What follows belongs to an exercise in optimizing a design on an open flow for small area and a short achievable clock period; a production flow would make more cautious choices.
RTL that was checked went through simulation tests only; none was proved equivalent to the original.
Power is estimated from default activity; no workload was simulated.

==> flow/design.v <==
`timescale 1ns / 1ps
module RISCuva0 ( clk, reset,
                  progAddress, progData, progReset,
                  dataIn, dataOut,
                  portAddress, portRead, portWrite,
                  intReq, intAck );
    input        clk, reset;
    output [9:0] progAddress;
    input [13:0] progData;
    output       progReset;
    input  [7:0] dataIn;
    output [7:0] dataOut;
    output [7:0] portAddress;
    output       portRead;
    output       portWrite;
    input        intReq;
    output       intAck;
    wire [1:0] opA = progData[13:12];
    wire [1:0] opB = progData[11:10];
    wire [1:0] opC = progData[9:8];
    wire [3:0] rM  = progData[7:4];
    wire [3:0] rN  = progData[3:0];
    wire [9:0] immAddr = progData[9:0];
    wire [7:0] immData = progData[11:4];
    wire MISC = (opA == 2'b00);
    wire JP   = (opA == 2'b01);
    wire LOAD = (opA == 2'b10);
    wire ALU  = (opA == 2'b11);
    wire rets    = MISC & (opB == 2'b10);
    wire onRet   = rets & ~opC[1];               
    wire isRETI  = rets & (opC == 2'b01);
    wire isDI    = rets & (opC == 2'b10);
    wire isEI    = rets & (opC == 2'b11);
    wire isCALL  = MISC & (opB == 2'b00);
    wire writeRF = opA[1];                       
    logic [7:0]  rf [0:15];
    logic [11:0] stackMem [0:15];
    logic [3:0]  SP;
    logic [9:0]  PC;
    logic [7:0]  nextPort;
    logic        zeroFlag, carryFlag;
    logic        userEI, intAckR, callingIRQ;
    wire [7:0] busN, busM;
    RISCuva0_mux16 #(8) muxN (.sel(rN), .d0(rf[0]), .d1(rf[1]), .d2(rf[2]), .d3(rf[3]),
        .d4(rf[4]), .d5(rf[5]), .d6(rf[6]), .d7(rf[7]), .d8(rf[8]), .d9(rf[9]),
        .d10(rf[10]), .d11(rf[11]), .d12(rf[12]), .d13(rf[13]), .d14(rf[14]), .d15(rf[15]), .q(busN));
    RISCuva0_mux16 #(8) muxM (.sel(rM), .d0(rf[0]), .d1(rf[1]), .d2(rf[2]), .d3(rf[3]),
        .d4(rf[4]), .d5(rf[5]), .d6(rf[6]), .d7(rf[7]), .d8(rf[8]), .d9(rf[9]),
        .d10(rf[10]), .d11(rf[11]), .d12(rf[12]), .d13(rf[13]), .d14(rf[14]), .d15(rf[15]), .q(busM));
    assign portRead  = ALU & (opB == 2'b11);
    assign portWrite = MISC & (opB == 2'b11);
    assign dataOut   = busN;
    assign portAddress = (opC == 2'b00) ? busM :
                         (opC == 2'b01) ? nextPort : {3'b111, progData[8:4]};
    assign intAck = intAckR;
    logic [7:0] logicALU;
    logic       logicCarry;
    always_comb
        case (opC)
            2'b00: begin logicALU = busM;           logicCarry = carryFlag; end
            2'b01: begin logicALU = busN ~^ busM;   logicCarry = carryFlag; end
            2'b10: begin logicALU = busN | busM;    logicCarry = 1'b0;      end
            default: begin logicALU = busN & busM;  logicCarry = 1'b1;      end
        endcase
    wire       isSub = opC[1];
    wire [7:0] altM  = isSub ? ~busM : busM;
    wire       cin   = opC[0] ? (isSub ? ~carryFlag : carryFlag) : isSub;
    wire [7:0] hx = busN ^ altM;
    wire [7:0] ho = busN | altM;
    wire [7:0] g0 = busN & altM;
    wire [7:0] p0 = hx;
    wire [7:0] g1, p1, g2, p2, g3, p3;
    assign g1[0] = g0[0];              assign p1[0] = p0[0];
    assign g1[7:1] = g0[7:1] | (p0[7:1] & g0[6:0]);
    assign p1[7:1] = p0[7:1] & p0[6:0];
    assign g2[1:0] = g1[1:0];          assign p2[1:0] = p1[1:0];
    assign g2[7:2] = g1[7:2] | (p1[7:2] & g1[5:0]);
    assign p2[7:2] = p1[7:2] & p1[5:0];
    assign g3[3:0] = g2[3:0];          assign p3[3:0] = p2[3:0];
    assign g3[7:4] = g2[7:4] | (p2[7:4] & g2[3:0]);
    assign p3[7:4] = p2[7:4] & p2[3:0];
    wire [8:1] c = g3 | (p3 & {8{cin}});
    wire [7:0] arithALU   = hx ^ {c[7:1], cin};
    wire       arithCarry = isSub ? ~c[8] : c[8];
    wire       arithZero = ~(hx[0] ^ cin) & ((hx[7:1] ^ ho[6:0]) == 7'b0);
    logic [7:0] shiftALU;
    logic       shiftCarry;
    always_comb
        case (opC)
            2'b00: {shiftALU, shiftCarry} = {busN[7], busN};
            2'b01: {shiftALU, shiftCarry} = {carryFlag, busN};
            2'b10: {shiftALU, shiftCarry} = {busN[0], busN};
            default: {shiftALU, shiftCarry} = {busN[6:0], busN[7], busN[7]};
        endcase
    logic [7:0] otherRes;
    always_comb
        case ({opA[0], opB})
            3'b100:  otherRes = logicALU;
            3'b110:  otherRes = shiftALU;
            3'b111:  otherRes = dataIn;
            default: otherRes = immData;
        endcase
    wire       isArith  = opA[0] & (opB == 2'b01);
    wire [7:0] dataBus  = isArith ? arithALU  : otherRes;
    wire       dataZero = isArith ? arithZero : (otherRes == 8'h00);
    always @(posedge clk)
        for (int i = 0; i < 16; i++)
            if (reset && i < 2)
                rf[i] <= (i == 1) ? 8'd1 : 8'd0;
            else if (~reset && writeRF && rN == i)
                rf[i] <= dataBus;
    always @(posedge clk)
        if (reset)
            nextPort <= 8'd0;
        else if (portRead | portWrite)
            nextPort <= portAddress + 8'd1;
    wire mayIRQ   = ~(rets | portWrite | portRead);
    wire validIRQ = intReq & ~intAckR & userEI & mayIRQ;
    always @(posedge clk) begin
        if (reset)     userEI <= 1'b0;
        else if (isDI) userEI <= 1'b0;
        else if (isEI) userEI <= 1'b1;
        if (reset)         intAckR <= 1'b0;
        else if (validIRQ) intAckR <= 1'b1;
        else if (isRETI)   intAckR <= 1'b0;
        if (reset) callingIRQ <= 1'b0;
        else       callingIRQ <= validIRQ;
    end
    wire [3:0]  SPp1     = SP + 4'd1;
    wire [11:0] stackTop;
    RISCuva0_mux16 #(12) muxS (.sel(SP), .d0(stackMem[0]), .d1(stackMem[1]), .d2(stackMem[2]),
        .d3(stackMem[3]), .d4(stackMem[4]), .d5(stackMem[5]), .d6(stackMem[6]), .d7(stackMem[7]),
        .d8(stackMem[8]), .d9(stackMem[9]), .d10(stackMem[10]), .d11(stackMem[11]),
        .d12(stackMem[12]), .d13(stackMem[13]), .d14(stackMem[14]), .d15(stackMem[15]), .q(stackTop));
    always @(posedge clk)
        if (isRETI)
            {carryFlag, zeroFlag} <= stackTop[11:10];
        else begin
            if (writeRF)
                zeroFlag <= dataZero;
            if (ALU & (opB != 2'b11))
                carryFlag <= (opB == 2'b00) ? logicCarry :
                             (opB == 2'b10) ? shiftCarry : arithCarry;
        end
    logic validFlag;
    always_comb
        case (opB)
            2'b00: validFlag =  zeroFlag;
            2'b01: validFlag = ~zeroFlag;
            2'b10: validFlag =  carryFlag;
            default: validFlag = ~carryFlag;
        endcase
    wire       onJump = (MISC & ~opB[1]) | (JP & validFlag);
    wire [9:0] incrPC = callingIRQ ? PC : PC + 10'd1;
    wire [9:0] nextPC = onJump ? {immAddr[9:1], immAddr[0] | callingIRQ} :
                        onRet  ? stackTop[9:0] : incrPC;
    always @(posedge clk)
        if (reset) PC <= 10'd0;
        else       PC <= nextPC;
    assign progAddress = nextPC;
    assign progReset   = reset | validIRQ;
    always @(posedge clk)
        if (reset)       SP <= 4'd15;
        else if (isCALL) SP <= SPp1;
        else if (onRet)  SP <= SP - 4'd1;
    always @(posedge clk)
        if (isCALL)
            stackMem[SPp1] <= {carryFlag, zeroFlag, incrPC};
endmodule
module RISCuva0_mux16 #(parameter W = 8) (
    input  [3:0]   sel,
    input  [W-1:0] d0, d1, d2, d3, d4, d5, d6, d7, d8, d9, d10, d11, d12, d13, d14, d15,
    output [W-1:0] q);
    wire [W-1:0] a = sel[1] ? (sel[0] ? d3  : d2)  : (sel[0] ? d1  : d0);
    wire [W-1:0] b = sel[1] ? (sel[0] ? d7  : d6)  : (sel[0] ? d5  : d4);
    wire [W-1:0] c = sel[1] ? (sel[0] ? d11 : d10) : (sel[0] ? d9  : d8);
    wire [W-1:0] d = sel[1] ? (sel[0] ? d15 : d14) : (sel[0] ? d13 : d12);
    assign q = sel[3] ? (sel[2] ? d : c) : (sel[2] ? b : a);
endmodule
clock: 7.0 ns
lec_check: 0
abc_area: 1
cap_margin: 20
core_margin: 2
core_utilization: 50
cts_buf_list: sky130_fd_sc_hd__clkbuf_8
cts_cluster_diameter: 50
cts_cluster_size: 16
setup_slack_margin: 2.0
slew_margin: 20
standard.sh (not shown) runs the stock make flow with config.mk's settings and CLKGATE_MAP_FILE= SYNTH_SCRIPT=/design/flow/synth_recipe.tcl, a recipe that flattens the netlist after the stock synthesis.
==> flow/flow/run.sh <==
#!/bin/bash
# Standard layout, except that the ports get plain buffers of a chosen size
# (inputs and outputs separately) instead of the delay cells buffer_ports
# picks by default.
set -euo pipefail
here=$(pwd)
res=$here/orfs/results/sky130hd/RISCuva0/base
bash standard.sh synth floorplan > standard_floorplan.log 2>&1
cat > buffer_ports.tcl <<EOT
read_liberty \$::env(FLOW_HOME)/platforms/sky130hd/lib/sky130_fd_sc_hd__tt_025C_1v80.lib
read_db $res/2_floorplan.odb
read_sdc $res/2_floorplan.sdc
remove_buffers
buffer_ports -inputs -buffer_cell sky130_fd_sc_hd__buf_4
buffer_ports -outputs -buffer_cell sky130_fd_sc_hd__buf_2
write_db $res/2_floorplan.odb
EOT
openroad -no_init -exit buffer_ports.tcl > buffer_ports.log 2>&1
bash standard.sh DONT_BUFFER_PORTS=1 finish > standard_finish.log 2>&1
Next try:
--- a/flow/design.v
+++ b/flow/design.v
@@ -39,15 +39,10 @@
     logic [9:0]  PC;
     logic [7:0]  nextPort;
     logic        zeroFlag, carryFlag;
     logic        userEI, intAckR, callingIRQ;
-    wire [7:0] busN, busM;
-    RISCuva0_mux16 #(8) muxN (.sel(rN), .d0(rf[0]), .d1(rf[1]), .d2(rf[2]), .d3(rf[3]),
-        .d4(rf[4]), .d5(rf[5]), .d6(rf[6]), .d7(rf[7]), .d8(rf[8]), .d9(rf[9]),
-        .d10(rf[10]), .d11(rf[11]), .d12(rf[12]), .d13(rf[13]), .d14(rf[14]), .d15(rf[15]), .q(busN));
-    RISCuva0_mux16 #(8) muxM (.sel(rM), .d0(rf[0]), .d1(rf[1]), .d2(rf[2]), .d3(rf[3]),
-        .d4(rf[4]), .d5(rf[5]), .d6(rf[6]), .d7(rf[7]), .d8(rf[8]), .d9(rf[9]),
-        .d10(rf[10]), .d11(rf[11]), .d12(rf[12]), .d13(rf[13]), .d14(rf[14]), .d15(rf[15]), .q(busM));
+    wire [7:0] busN = rf[rN];
+    wire [7:0] busM = rf[rM];
     assign portRead  = ALU & (opB == 2'b11);
     assign portWrite = MISC & (opB == 2'b11);
     assign dataOut   = busN;
     assign portAddress = (opC == 2'b00) ? busM :
@@ -91,19 +86,19 @@
             2'b01: {shiftALU, shiftCarry} = {carryFlag, busN};
             2'b10: {shiftALU, shiftCarry} = {busN[0], busN};
             default: {shiftALU, shiftCarry} = {busN[6:0], busN[7], busN[7]};
         endcase
-    logic [7:0] otherRes;
+    logic [7:0] aluRes;
+    logic       aluZero;
     always_comb
-        case ({opA[0], opB})
-            3'b100:  otherRes = logicALU;
-            3'b110:  otherRes = shiftALU;
-            3'b111:  otherRes = dataIn;
-            default: otherRes = immData;
+        case (opB)
+            2'b00: begin aluRes = logicALU; aluZero = (logicALU == 8'h00); end
+            2'b01: begin aluRes = arithALU; aluZero = arithZero;            end
+            2'b10: begin aluRes = shiftALU; aluZero = (shiftALU == 8'h00); end
+            default: begin aluRes = dataIn; aluZero = (dataIn == 8'h00);    end
         endcase
-    wire       isArith  = opA[0] & (opB == 2'b01);
-    wire [7:0] dataBus  = isArith ? arithALU  : otherRes;
-    wire       dataZero = isArith ? arithZero : (otherRes == 8'h00);
+    wire [7:0] dataBus  = opA[0] ? aluRes  : immData;
+    wire       dataZero = opA[0] ? aluZero : (immData == 8'h00);
     always @(posedge clk)
         for (int i = 0; i < 16; i++)
             if (reset && i < 2)
                 rf[i] <= (i == 1) ? 8'd1 : 8'd0;
@@ -126,13 +121,9 @@
         if (reset) callingIRQ <= 1'b0;
         else       callingIRQ <= validIRQ;
     end
     wire [3:0]  SPp1     = SP + 4'd1;
-    wire [11:0] stackTop;
-    RISCuva0_mux16 #(12) muxS (.sel(SP), .d0(stackMem[0]), .d1(stackMem[1]), .d2(stackMem[2]),
-        .d3(stackMem[3]), .d4(stackMem[4]), .d5(stackMem[5]), .d6(stackMem[6]), .d7(stackMem[7]),
-        .d8(stackMem[8]), .d9(stackMem[9]), .d10(stackMem[10]), .d11(stackMem[11]),
-        .d12(stackMem[12]), .d13(stackMem[13]), .d14(stackMem[14]), .d15(stackMem[15]), .q(stackTop));
+    wire [11:0] stackTop = stackMem[SP];
     always @(posedge clk)
         if (isRETI)
             {carryFlag, zeroFlag} <= stackTop[11:10];
         else begin
@@ -166,14 +157,4 @@
     always @(posedge clk)
         if (isCALL)
             stackMem[SPp1] <= {carryFlag, zeroFlag, incrPC};
 endmodule
-module RISCuva0_mux16 #(parameter W = 8) (
-    input  [3:0]   sel,
-    input  [W-1:0] d0, d1, d2, d3, d4, d5, d6, d7, d8, d9, d10, d11, d12, d13, d14, d15,
-    output [W-1:0] q);
-    wire [W-1:0] a = sel[1] ? (sel[0] ? d3  : d2)  : (sel[0] ? d1  : d0);
-    wire [W-1:0] b = sel[1] ? (sel[0] ? d7  : d6)  : (sel[0] ? d5  : d4);
-    wire [W-1:0] c = sel[1] ? (sel[0] ? d11 : d10) : (sel[0] ? d9  : d8);
-    wire [W-1:0] d = sel[1] ? (sel[0] ? d15 : d14) : (sel[0] ? d13 : d12);
-    assign q = sel[3] ? (sel[2] ? d : c) : (sel[2] ? b : a);
-endmodule
=>
- The changed run completed without violations
- clock power climbs by about 3%
- worst setup slack loses 0.020 ns
- synthesized area is higher by 0.47%
- via count increases by 4.0%
- routed wire length rose by 10%
- fmax shrinks by 0.41%
- critical path depth shrinks by 1
Only the layout flow was run in the second run of this note; the RTL was not checked for function there.

* * *

## old
RISCuva0, a different RTL version from the one above (not shown whole).
Size: ~1300 cells after synthesis, ~350 flip-flops, roughly 16000 µm² of cells after synthesis.
clock: 7.0 ns
lec_check: 0
cap_margin: 20
core_margin: 2
core_utilization: 50
cts_buf_list: sky130_fd_sc_hd__clkbuf_8
cts_cluster_diameter: 50
cts_cluster_size: 16
setup_slack_margin: 2.5
slew_margin: 20
synth_hierarchical: 1
synth_minimum_keep_size: 0
==> flow/flow/run.sh <==
#!/bin/bash
# The standard layout, with plain buf_2 cells as the port buffers instead of
# the delay cells that buffer_ports picks by default. Each tool's output is
# in standard.log and orfs/logs/.
set -euo pipefail
bash standard.sh "BUFFER_PORTS_ARGS=-buffer_cell sky130_fd_sc_hd__buf_2" finish > standard.log 2>&1
[inputs] new vs old
--- a/flow/design.v
+++ b/flow/design.v
@@ -61,27 +61,38 @@
     always_comb
         case (opC)
             2'b00: begin logicALU = busM;           logicCarry = carryFlag; end
             2'b01: begin logicALU = busN ~^ busM;   logicCarry = carryFlag; end
             2'b10: begin logicALU = busN | busM;    logicCarry = 1'b0;      end
             default: begin logicALU = busN & busM;  logicCarry = 1'b1;      end
         endcase
     wire       isSub = opC[1];
     wire [7:0] altM  = isSub ? ~busM : busM;
     wire       cin   = opC[0] ? (isSub ? ~carryFlag : carryFlag) : isSub;
     wire [7:0] hx = busN ^ altM;
     wire [7:0] ho = busN | altM;
-    wire [7:0] arithALU;
-    wire [8:1] c;
-    RISCuva0_add8 add (.a(busN), .b(altM), .cin(cin), .s(arithALU), .cout(c[8]));
+    wire [7:0] g0 = busN & altM;
+    wire [7:0] p0 = hx;
+    wire [7:0] g1, p1, g2, p2, g3, p3;
+    assign g1[0] = g0[0];              assign p1[0] = p0[0];
+    assign g1[7:1] = g0[7:1] | (p0[7:1] & g0[6:0]);
+    assign p1[7:1] = p0[7:1] & p0[6:0];
+    assign g2[1:0] = g1[1:0];          assign p2[1:0] = p1[1:0];
+    assign g2[7:2] = g1[7:2] | (p1[7:2] & g1[5:0]);
+    assign p2[7:2] = p1[7:2] & p1[5:0];
+    assign g3[3:0] = g2[3:0];          assign p3[3:0] = p2[3:0];
+    assign g3[7:4] = g2[7:4] | (p2[7:4] & g2[3:0]);
+    assign p3[7:4] = p2[7:4] & p2[3:0];
+    wire [8:1] c = g3 | (p3 & {8{cin}});
+    wire [7:0] arithALU   = hx ^ {c[7:1], cin};
     wire       arithCarry = isSub ? ~c[8] : c[8];
     wire       arithZero = ~(hx[0] ^ cin) & ((hx[7:1] ^ ho[6:0]) == 7'b0);
     logic [7:0] shiftALU;
     logic       shiftCarry;
     always_comb
         case (opC)
             2'b00: {shiftALU, shiftCarry} = {busN[7], busN};
             2'b01: {shiftALU, shiftCarry} = {carryFlag, busN};
             2'b10: {shiftALU, shiftCarry} = {busN[0], busN};
             default: {shiftALU, shiftCarry} = {busN[6:0], busN[7], busN[7]};
         endcase
     logic [7:0] otherRes;
@@ -173,33 +184,12 @@
     input  [15:0] sel,
     input  [7:0]  d0, d1, d2, d3, d4, d5, d6, d7, d8, d9, d10, d11, d12, d13, d14, d15,
     input         pass,
     input  [7:0]  other,
     output [7:0]  q,
     output [7:0]  qp);
     assign q = ({8{sel[0]}}  & d0)  | ({8{sel[1]}}  & d1)  | ({8{sel[2]}}  & d2)  | ({8{sel[3]}}  & d3)
              | ({8{sel[4]}}  & d4)  | ({8{sel[5]}}  & d5)  | ({8{sel[6]}}  & d6)  | ({8{sel[7]}}  & d7)
              | ({8{sel[8]}}  & d8)  | ({8{sel[9]}}  & d9)  | ({8{sel[10]}} & d10) | ({8{sel[11]}} & d11)
              | ({8{sel[12]}} & d12) | ({8{sel[13]}} & d13) | ({8{sel[14]}} & d14) | ({8{sel[15]}} & d15);
     assign qp = pass ? q : other;
 endmodule
-module RISCuva0_add8 (
-    input  [7:0] a, b,
-    input        cin,
-    output [7:0] s,
-    output       cout);
-    wire [7:0] p0 = a ^ b;
-    wire [7:0] g0 = a & b;
-    wire [7:0] g1, p1, g2, p2, g3, p3;
-    assign g1[0] = g0[0];              assign p1[0] = p0[0];
-    assign g1[7:1] = g0[7:1] | (p0[7:1] & g0[6:0]);
-    assign p1[7:1] = p0[7:1] & p0[6:0];
-    assign g2[1:0] = g1[1:0];          assign p2[1:0] = p1[1:0];
-    assign g2[7:2] = g1[7:2] | (p1[7:2] & g1[5:0]);
-    assign p2[7:2] = p1[7:2] & p1[5:0];
-    assign g3[3:0] = g2[3:0];          assign p3[3:0] = p2[3:0];
-    assign g3[7:4] = g2[7:4] | (p2[7:4] & g2[3:0]);
-    assign p3[7:4] = p2[7:4] & p2[3:0];
-    wire [8:1] c = g3 | (p3 & {8{cin}});
-    assign s = p0 ^ {c[7:1], cin};
-    assign cout = c[8];
-endmodule
--- outcome ---
Taking old as 1.0, new lands at 1.08 on non-clock buffer count. Compared with old, in new final hold slack dropped 0.023 ns; final worst slack lower. portAddress[7] as the critical path endpoint was reported by new, and portAddress[3] by old. Note that the number of buffers inserted to repair setup after CTS recorded for new amounts to 1.10 times the value seen in old. Clock-pin slew reported for the worst setup and hold paths after clock tree synthesis: old vs new — no meaningful difference. Final critical delay including setup and external delays (lower): old. Number of cells traversed by the worst register-to-register path: higher on new. old has a lower synthesized area per cell than new. In new, the portion of total power attributed to combinational logic came out 0.2 points below the value in old.
Only the layout flow was run in old; the RTL was not checked for function there.

[static timing again, ports no longer ideal]
No port has a modelled driver above. Below, the same layouts with a new extraction and two added sets of constraints. Step 1 (the two cells are an assumption about what drives the block):
set clk [get_ports {clk}]
set_driving_cell -lib_cell sky130_fd_sc_hd__clkbuf_16 $clk
set_driving_cell -lib_cell sky130_fd_sc_hd__buf_2 [delete_from_list [all_inputs] $clk]
Step 2 moves the port delays by t, midway between the first and last clock arrival at a register: inputs arrive t later, outputs are due t later. That takes back most of the time a late clock gives input paths. Three values: ideal ports, drivers, drivers and shift; two values: the first two.
| run | t (ns) | setup slack, ns | worst setup path at the end | max-slew violations | capacitance violations |
|---|---|---|---|---|---|
| the first run of note 1 | 0.623 | 2.108 / 0.362 / -0.120 | input to register | 0 / 104 | 0 / 1 |
| the second run of note 1 | 0.615 | 2.088 / 1.855 / 1.529 | input to register | 0 / 0 | 0 / 0 |
| old | 0.595 | 2.466 / 2.325 / 1.934 | input to register | 0 / 0 | 0 / 0 |
| new | 0.623 | 2.413 / 2.346 / 1.955 | input to register | 0 / 0 | 0 / 0 |
With both steps, setup timing fails in the first run of note 1, where it was met with ideal ports. The drivers bring new slew violations in the first run of note 1. The drivers bring new capacitance violations in the first run of note 1. The setup slack of the first run of note 1, which loses most, moves by -1.746 ns with the drivers and by -2.228 ns with both steps.
